Source: an optimization exercise on an open RTL-to-GDS flow (aim: small area and a short achievable clock period). Production flows keep margins and buffers that such runs may drop. The RTL was checked by simulation tests, not by an equivalence proof against the original design. No activity file was given, so power comes from the tool's default toggle rates.

== build 97 ==
==> flow/design.v <==
module fmul
  (
   input         clk,
   input         reset,
   input         req,
   input [31:0]  x,
   input [31:0]  y,
   output [31:0] rslt,
   output [4:0]  flag
   );
   reg [3:0]     st;             
   always @(posedge clk)
     st <= req ? 4'b0001 : {st[2:0], 1'b0};
   wire          xz = (x[30:23] == 8'h00);
   wire          yz = (y[30:23] == 8'h00);
   wire [23:0]   fx = {~xz, x[22:0]};
   wire [23:0]   fy = {~yz, y[22:0]};
   wire          g1 = st[0] & ~req;
   wire          g2 = st[1] & ~req;
   wire [8:0]    grp = g1 ? fx[15:7] : g2 ? fx[23:15] : {fx[7:0], 1'b0};
   reg [3:0]     bneg, bone, btwo;
   reg           xt;             
   integer       k;
   always @(posedge clk) begin
      for (k = 0; k < 4; k = k + 1) begin
         bneg[k] <= grp[2*k+2] & ~(grp[2*k+1] & grp[2*k]);
         bone[k] <= grp[2*k+1] ^ grp[2*k];
         btwo[k] <= (grp[2*k+2] & ~grp[2*k+1] & ~grp[2*k]) | (~grp[2*k+2] & grp[2*k+1] & grp[2*k]);
      end
      xt <= fx[23];
   end
   reg [23:0]    yr;             
   reg [24:0]    hr;             
   reg [23:0]    lr;             
   wire [24:0]   y2 = {yr, 1'b0};
   wire [24:0]   y1 = {1'b0, yr};
   wire [24:0]   pp0 = ((y1 & {25{bone[0]}}) | (y2 & {25{btwo[0]}})) ^ {25{bneg[0]}};
   wire [24:0]   pp1 = ((y1 & {25{bone[1]}}) | (y2 & {25{btwo[1]}})) ^ {25{bneg[1]}};
   wire [24:0]   pp2 = ((y1 & {25{bone[2]}}) | (y2 & {25{btwo[2]}})) ^ {25{bneg[2]}};
   wire [24:0]   pp3 = ((y1 & {25{bone[3]}}) | (y2 & {25{btwo[3]}})) ^ {25{bneg[3]}};
   wire [32:0]   r0 = {7'b1010101, ~bneg[0], pp0};
   wire [32:0]   r1 = {5'h00, ~bneg[1], pp1, 1'b0, bneg[0]};
   wire [32:0]   r2 = {3'h0, ~bneg[2], pp2, 1'b0, bneg[1], 2'b00};
   wire [32:0]   r3 = {1'b0, ~bneg[3], pp3, 1'b0, bneg[2], 4'h0};
   wire [24:0]   hg = hr & {25{~st[0]}};      
   wire [32:0]   rh = {7'h00, ~hg[24], hg[24], hg[23:0]};
   wire [32:0]   rx = {1'b0, yr & {24{xt & st[2]}}, 1'b0, bneg[3], 6'h00};
   function [65:0] csa(input [32:0] a, input [32:0] b, input [32:0] c);
      csa = {a ^ b ^ c, ((a & b) | (a & c) | (b & c)) << 1};
   endfunction
   wire [32:0]   s1, c1, s2, c2, s3, c3, s4, c4;
   assign {s1, c1} = csa(r0, r1, r2);
   assign {s2, c2} = csa(r3, rh, rx);
   assign {s3, c3} = csa(s1, c1, s2);
   assign {s4, c4} = csa(s3, c3, c2);
   wire [32:0]   ap = s4 ^ c4;
   wire [32:0]   ag = s4 & c4;
   reg [32:0]    pg, pp_;
   integer       l, m, j;
   always @(*) begin
      pg = ag; pp_ = ap;
      for (l = 0; l < 6; l = l + 1)
        for (m = 0; m < 33; m = m + 1)
          if ((m >> l) & 1) begin
             j = ((m >> l) << l) - 1;
             pg[m] = pg[m] | (pp_[m] & pg[j]);
             pp_[m] = pp_[m] & pp_[j];
          end
   end
   wire [32:0]   tot = ap ^ {pg[31:0], 1'b0};
   always @(posedge clk) begin
      lr <= {tot[7:0], lr[23:8]};
      hr <= tot[32:8];
   end
   function [4:0] lzc24(input [23:0] v);
      integer i;
      begin
         lzc24 = 5'd24;
         for (i = 0; i < 24; i = i + 1)
           if (v[i]) lzc24 = 5'd23 - i;
      end
   endfunction
   reg [9:0]     er;             
   reg [6:0]     qr;             
   reg           cok, nrmok, flush;
   wire [8:0]    sxy = {1'b0, x[30:23]} + {1'b0, y[30:23]};
   wire [9:0]    sxz = {1'b0, er[8:0]} + {9'h000, ~xt} + {9'h000, ~yr[23]};
   wire [4:0]    lzx = lzc24({1'b0, x[22:0]});
   wire [4:0]    lzy = lzc24({1'b0, y[22:0]});
   wire [4:0]    lz = xz ? lzx : yz ? lzy : 5'd0;
   wire [9:0]    sm = sxz - {5'h00, qr[4:0]};                
   wire [9:0]    e_l1 = sm - 10'd127;                       
   wire          e_ge = ~e_l1[9];                           
   wire [5:0]    shv = e_ge ? 6'd23 - {1'b0, qr[4:0]} : 6'd22 - sxz[5:0];   
   wire [49:0]   v0 = {hr[23:0], lr, 2'b00};
   wire [49:0]   v1 = qr[5] ? {32'h0, v0[49:32]} : v0;
   wire          k1 = qr[5] & (|v0[31:0]);
   wire [41:0]   v2 = qr[4] ? {8'h00, v1[49:16]} : v1[41:0];
   wire          k2 = qr[4] & (|v1[15:0]);
   wire [33:0]   v3 = qr[3] ? v2[41:8] : v2[33:0];
   wire          k3 = qr[3] & (|v2[7:0]);
   wire [29:0]   v4 = qr[2] ? v3[33:4] : v3[29:0];
   wire          k4 = qr[2] & (|v3[3:0]);
   wire [27:0]   v5 = qr[1] ? v4[29:2] : v4[27:0];
   wire          k5 = qr[1] & (|v4[1:0]);
   wire [26:0]   w  = qr[0] ? v5[27:1] : v5[26:0];
   wire          k6 = qr[0] & v5[0];
   wire          stk0 = k1 | k2 | k3 | k4 | k5 | k6;
   wire          c = ~w[26];
   wire          sh = c & cok;
   wire [25:0]   nw = sh ? w[25:0] : w[26:1];
   wire          stk = stk0 | (~sh & w[0]);
   wire [22:0]   man = nw[24:2];
   wire          gb = nw[1];
   wire          rb = nw[0];
   wire          rnd = gb & (rb | stk | man[0]);
   wire          inx = gb | rb | stk;
   wire [9:0]    expn = c ? er - 10'd1 : er;     
   wire [7:0]    e8 = nrmok ? expn[7:0] : 8'h00;
   wire          ovf = nrmok & (expn[8:0] >= 9'h0ff);
   wire          xnan = (x[30:23] == 8'hff) & (x[22:0] != 0);
   wire          ynan = (y[30:23] == 8'hff) & (y[22:0] != 0);
   wire          xinf = (x[30:23] == 8'hff) & (x[22:0] == 0);
   wire          yinf = (y[30:23] == 8'hff) & (y[22:0] == 0);
   wire          xsn = xnan & ~x[22];
   wire          ysn = ynan & ~y[22];
   wire          xzero = (x[30:0] == 0);
   wire          yzero = (y[30:0] == 0);
   wire [30:0]   nv = {e8, man};
   wire          all1 = &man;
   wire [30:0]   nr = nv + {30'h0, rnd};
   wire          c23 = rnd & all1;                       
   wire          uf = inx & (e8 == 8'h00) & (~c23 | ~rb);   
   wire          of = c23 & (e8 == 8'hfe);
   reg [31:0]    o_r;
   reg [4:0]     o_f;
   always @(*) begin
      o_r = {x[31] ^ y[31], 31'h0}; o_f = 5'h00;
      if (xnan) begin
         o_r = x | 32'h00400000;
         o_f[4] = xsn | ysn;
      end else if (ynan) begin
         o_r = y | 32'h00400000;
         o_f[4] = ysn;
      end else if ((xinf & yzero) | (yinf & xzero)) begin
         o_r = 32'hffc00000; o_f[4] = 1'b1;
      end else if (xinf | yinf) begin
         o_r[30:0] = 31'h7f800000;
      end else if (xzero | yzero) begin
      end else if (flush) begin
         o_f[1:0] = 2'b11;
      end else if (ovf) begin
         o_r[30:0] = 31'h7f800000; o_f[2] = 1'b1; o_f[0] = 1'b1;
      end else begin
         o_r[30:0] = nr;
         o_f[2:0] = {of, uf, inx};
      end
   end
   always @(posedge clk) begin
      if (req)
        yr <= fy;
      else if (st[3])
        yr <= o_r[23:0];
      if (req)
        er <= {1'b0, sxy};
      else if (st[1])
        er <= sm - 10'd126;
      else if (st[3])
        er <= {2'b00, o_r[31:24]};
      if (st[0])
        qr <= {2'b00, lz};
      else if (st[1])
        qr <= {1'b0, shv};
      else if (st[3])
        qr <= {2'b00, o_f};
      if (st[1]) begin
         cok <= e_ge & (e_l1 != 10'd0);
         nrmok <= e_ge;
         flush <= (sxz[8:0] <= 9'd99);          
      end
   end
   assign rslt = {er[7:0], yr};
   assign flag = qr[4:0];
endmodule
Settings: LEC_CHECK=0, ABC_AREA=1, CAP_MARGIN=20, CORE_MARGIN=2, CORE_UTILIZATION=50, SLEW_MARGIN=20; clock period 11.0 ns.
standard.sh (not shown) runs the stock make flow with config.mk's settings and CLKGATE_MAP_FILE= SYNTH_SCRIPT=/design/flow/synth_recipe.tcl, a recipe that flattens the netlist after the stock synthesis.
==> flow/flow/run.sh <==
#!/bin/bash
export SETUP_SLACK_MARGIN=${SETUP_SLACK_MARGIN_OVERRIDE:-6}
bash standard.sh > standard_flow.log 2>&1
Edits applied to the flow inputs when going from build 97 to trial 84:
--- a/flow/design.v
+++ b/flow/design.v
@@ -14,37 +14,42 @@
    wire          xz = (x[30:23] == 8'h00);
    wire          yz = (y[30:23] == 8'h00);
    wire [23:0]   fx = {~xz, x[22:0]};
    wire [23:0]   fy = {~yz, y[22:0]};
-   wire          g1 = st[0] & ~req;
-   wire          g2 = st[1] & ~req;
-   wire [8:0]    grp = g1 ? fx[15:7] : g2 ? fx[23:15] : {fx[7:0], 1'b0};
-   reg [3:0]     bneg, bone, btwo;
+   wire [8:0]    grp = req   ? {fx[7:0], 1'b0} :
+                       st[0] ? fx[15:7] : fx[23:15];
+   reg [3:0]     bneg, bone, btwo, bneh, bonh, btwh;
    reg           xt;             
    integer       k;
    always @(posedge clk) begin
       for (k = 0; k < 4; k = k + 1) begin
          bneg[k] <= grp[2*k+2] & ~(grp[2*k+1] & grp[2*k]);
          bone[k] <= grp[2*k+1] ^ grp[2*k];
          btwo[k] <= (grp[2*k+2] & ~grp[2*k+1] & ~grp[2*k]) | (~grp[2*k+2] & grp[2*k+1] & grp[2*k]);
+         bneh[k] <= grp[2*k+2] & ~(grp[2*k+1] & grp[2*k]);
+         bonh[k] <= grp[2*k+1] ^ grp[2*k];
+         btwh[k] <= (grp[2*k+2] & ~grp[2*k+1] & ~grp[2*k]) | (~grp[2*k+2] & grp[2*k+1] & grp[2*k]);
       end
       xt <= fx[23];
    end
    reg [23:0]    yr;             
    reg [24:0]    hr;             
    reg [23:0]    lr;             
    wire [24:0]   y2 = {yr, 1'b0};
    wire [24:0]   y1 = {1'b0, yr};
-   wire [24:0]   pp0 = ((y1 & {25{bone[0]}}) | (y2 & {25{btwo[0]}})) ^ {25{bneg[0]}};
-   wire [24:0]   pp1 = ((y1 & {25{bone[1]}}) | (y2 & {25{btwo[1]}})) ^ {25{bneg[1]}};
-   wire [24:0]   pp2 = ((y1 & {25{bone[2]}}) | (y2 & {25{btwo[2]}})) ^ {25{bneg[2]}};
-   wire [24:0]   pp3 = ((y1 & {25{bone[3]}}) | (y2 & {25{btwo[3]}})) ^ {25{bneg[3]}};
+   wire [24:0]   pp0 = {((y1[24:12] & {13{bonh[0]}}) | (y2[24:12] & {13{btwh[0]}})) ^ {13{bneh[0]}},
+                         ((y1[11:0] & {12{bone[0]}}) | (y2[11:0] & {12{btwo[0]}})) ^ {12{bneg[0]}}};
+   wire [24:0]   pp1 = {((y1[24:12] & {13{bonh[1]}}) | (y2[24:12] & {13{btwh[1]}})) ^ {13{bneh[1]}},
+                         ((y1[11:0] & {12{bone[1]}}) | (y2[11:0] & {12{btwo[1]}})) ^ {12{bneg[1]}}};
+   wire [24:0]   pp2 = {((y1[24:12] & {13{bonh[2]}}) | (y2[24:12] & {13{btwh[2]}})) ^ {13{bneh[2]}},
+                         ((y1[11:0] & {12{bone[2]}}) | (y2[11:0] & {12{btwo[2]}})) ^ {12{bneg[2]}}};
+   wire [24:0]   pp3 = {((y1[24:12] & {13{bonh[3]}}) | (y2[24:12] & {13{btwh[3]}})) ^ {13{bneh[3]}},
+                         ((y1[11:0] & {12{bone[3]}}) | (y2[11:0] & {12{btwo[3]}})) ^ {12{bneg[3]}}};
    wire [32:0]   r0 = {7'b1010101, ~bneg[0], pp0};
    wire [32:0]   r1 = {5'h00, ~bneg[1], pp1, 1'b0, bneg[0]};
    wire [32:0]   r2 = {3'h0, ~bneg[2], pp2, 1'b0, bneg[1], 2'b00};
    wire [32:0]   r3 = {1'b0, ~bneg[3], pp3, 1'b0, bneg[2], 4'h0};
-   wire [24:0]   hg = hr & {25{~st[0]}};      
-   wire [32:0]   rh = {7'h00, ~hg[24], hg[24], hg[23:0]};
+   wire [32:0]   rh = {7'h00, ~hr[24], hr[24], hr[23:0]};
    wire [32:0]   rx = {1'b0, yr & {24{xt & st[2]}}, 1'b0, bneg[3], 6'h00};
    function [65:0] csa(input [32:0] a, input [32:0] b, input [32:0] c);
       csa = {a ^ b ^ c, ((a & b) | (a & c) | (b & c)) << 1};
    endfunction
@@ -52,26 +57,12 @@
    assign {s1, c1} = csa(r0, r1, r2);
    assign {s2, c2} = csa(r3, rh, rx);
    assign {s3, c3} = csa(s1, c1, s2);
    assign {s4, c4} = csa(s3, c3, c2);
-   wire [32:0]   ap = s4 ^ c4;
-   wire [32:0]   ag = s4 & c4;
-   reg [32:0]    pg, pp_;
-   integer       l, m, j;
-   always @(*) begin
-      pg = ag; pp_ = ap;
-      for (l = 0; l < 6; l = l + 1)
-        for (m = 0; m < 33; m = m + 1)
-          if ((m >> l) & 1) begin
-             j = ((m >> l) << l) - 1;
-             pg[m] = pg[m] | (pp_[m] & pg[j]);
-             pp_[m] = pp_[m] & pp_[j];
-          end
-   end
-   wire [32:0]   tot = ap ^ {pg[31:0], 1'b0};
+   wire [32:0]   tot = s4 + c4;
    always @(posedge clk) begin
       lr <= {tot[7:0], lr[23:8]};
-      hr <= tot[32:8];
+      hr <= req ? 25'h0 : tot[32:8];
    end
    function [4:0] lzc24(input [23:0] v);
       integer i;
       begin
@@ -84,11 +75,9 @@
    reg [6:0]     qr;             
    reg           cok, nrmok, flush;
    wire [8:0]    sxy = {1'b0, x[30:23]} + {1'b0, y[30:23]};
    wire [9:0]    sxz = {1'b0, er[8:0]} + {9'h000, ~xt} + {9'h000, ~yr[23]};
-   wire [4:0]    lzx = lzc24({1'b0, x[22:0]});
-   wire [4:0]    lzy = lzc24({1'b0, y[22:0]});
-   wire [4:0]    lz = xz ? lzx : yz ? lzy : 5'd0;
+   wire [4:0]    lz = lzc24(xz ? fx : fy);
    wire [9:0]    sm = sxz - {5'h00, qr[4:0]};                
    wire [9:0]    e_l1 = sm - 10'd127;                       
    wire          e_ge = ~e_l1[9];                           
    wire [5:0]    shv = e_ge ? 6'd23 - {1'b0, qr[4:0]} : 6'd22 - sxz[5:0];   
Notes after the runs:
Trial 84 against build 97: global-route usage went down 0.60 points; global placement routability congestion went up 0.014. Looking at initial antenna violation count across trial 84 and build 97, the one that comes out higher is build 97. | data required time at the worst endpoint | trial 84 vs build 97 | ≈ equal |. Taking build 97 as the reference, in trial 84 number of hold violations in the final report neither gained nor lost much; layout multi-input combinational cell count lost 15; minimum clock period picked up an extra 0.058 ns; number of instances in the synthesized netlist neither gained nor lost much. Looking only at worst hold margin, and setting everything else aside, the higher value of trial 84 and build 97 goes to trial 84. Proportion of synthesized area in mux cells was higher in the run labelled trial 84. Fraction of layout cells with a size suffix above 1 was lower in the run labelled build 97. Build 97 vs trial 84, end point of the critical path: hr[9] vs hr[24]. Trial 84 vs build 97, remaining max-slew budget at the tightest pin went up by 7.8 points. Post-layout total power (trial 84 vs. build 97) increases by a few percent. NOTE: count of inserted antenna diode cells in trial 84 falls short of that of build 97.

-- afterwards: timing with drivers on the ports --
How much do the figures lean on ideal ports? The routed layouts below were timed once more, with nothing changed but the port constraints. Step 1 assumes that a clkbuf_16 drives the clock port and a buf_2 every other input. Step 2 moves the port delays by t, midway between the first and last clock arrival at a register: inputs arrive t later, outputs are due t later. That takes back most of the time a late clock gives input paths. a / b / c = ideal ports / drivers / drivers and shift; a / b = the first two.
run | t (ns) | setup slack, ns | latest minus earliest clock arrival (ns) | worst register clock-pin slew, ns | worst data-port slew with drivers (ns)
build 97 | 0.424 | 6.108 / 6.108 / 5.834 | 0.021 / 0.020 | 0.09 / 0.09 | 0.10
trial 84 | 0.424 | 6.049 / 6.049 / 5.731 | 0.017 / 0.016 | 0.09 / 0.09 | 0.06
After both steps every run listed still meets setup and hold. The setup slack of trial 84, which loses most, moves by 0.000 ns with the drivers and by -0.318 ns with both steps.
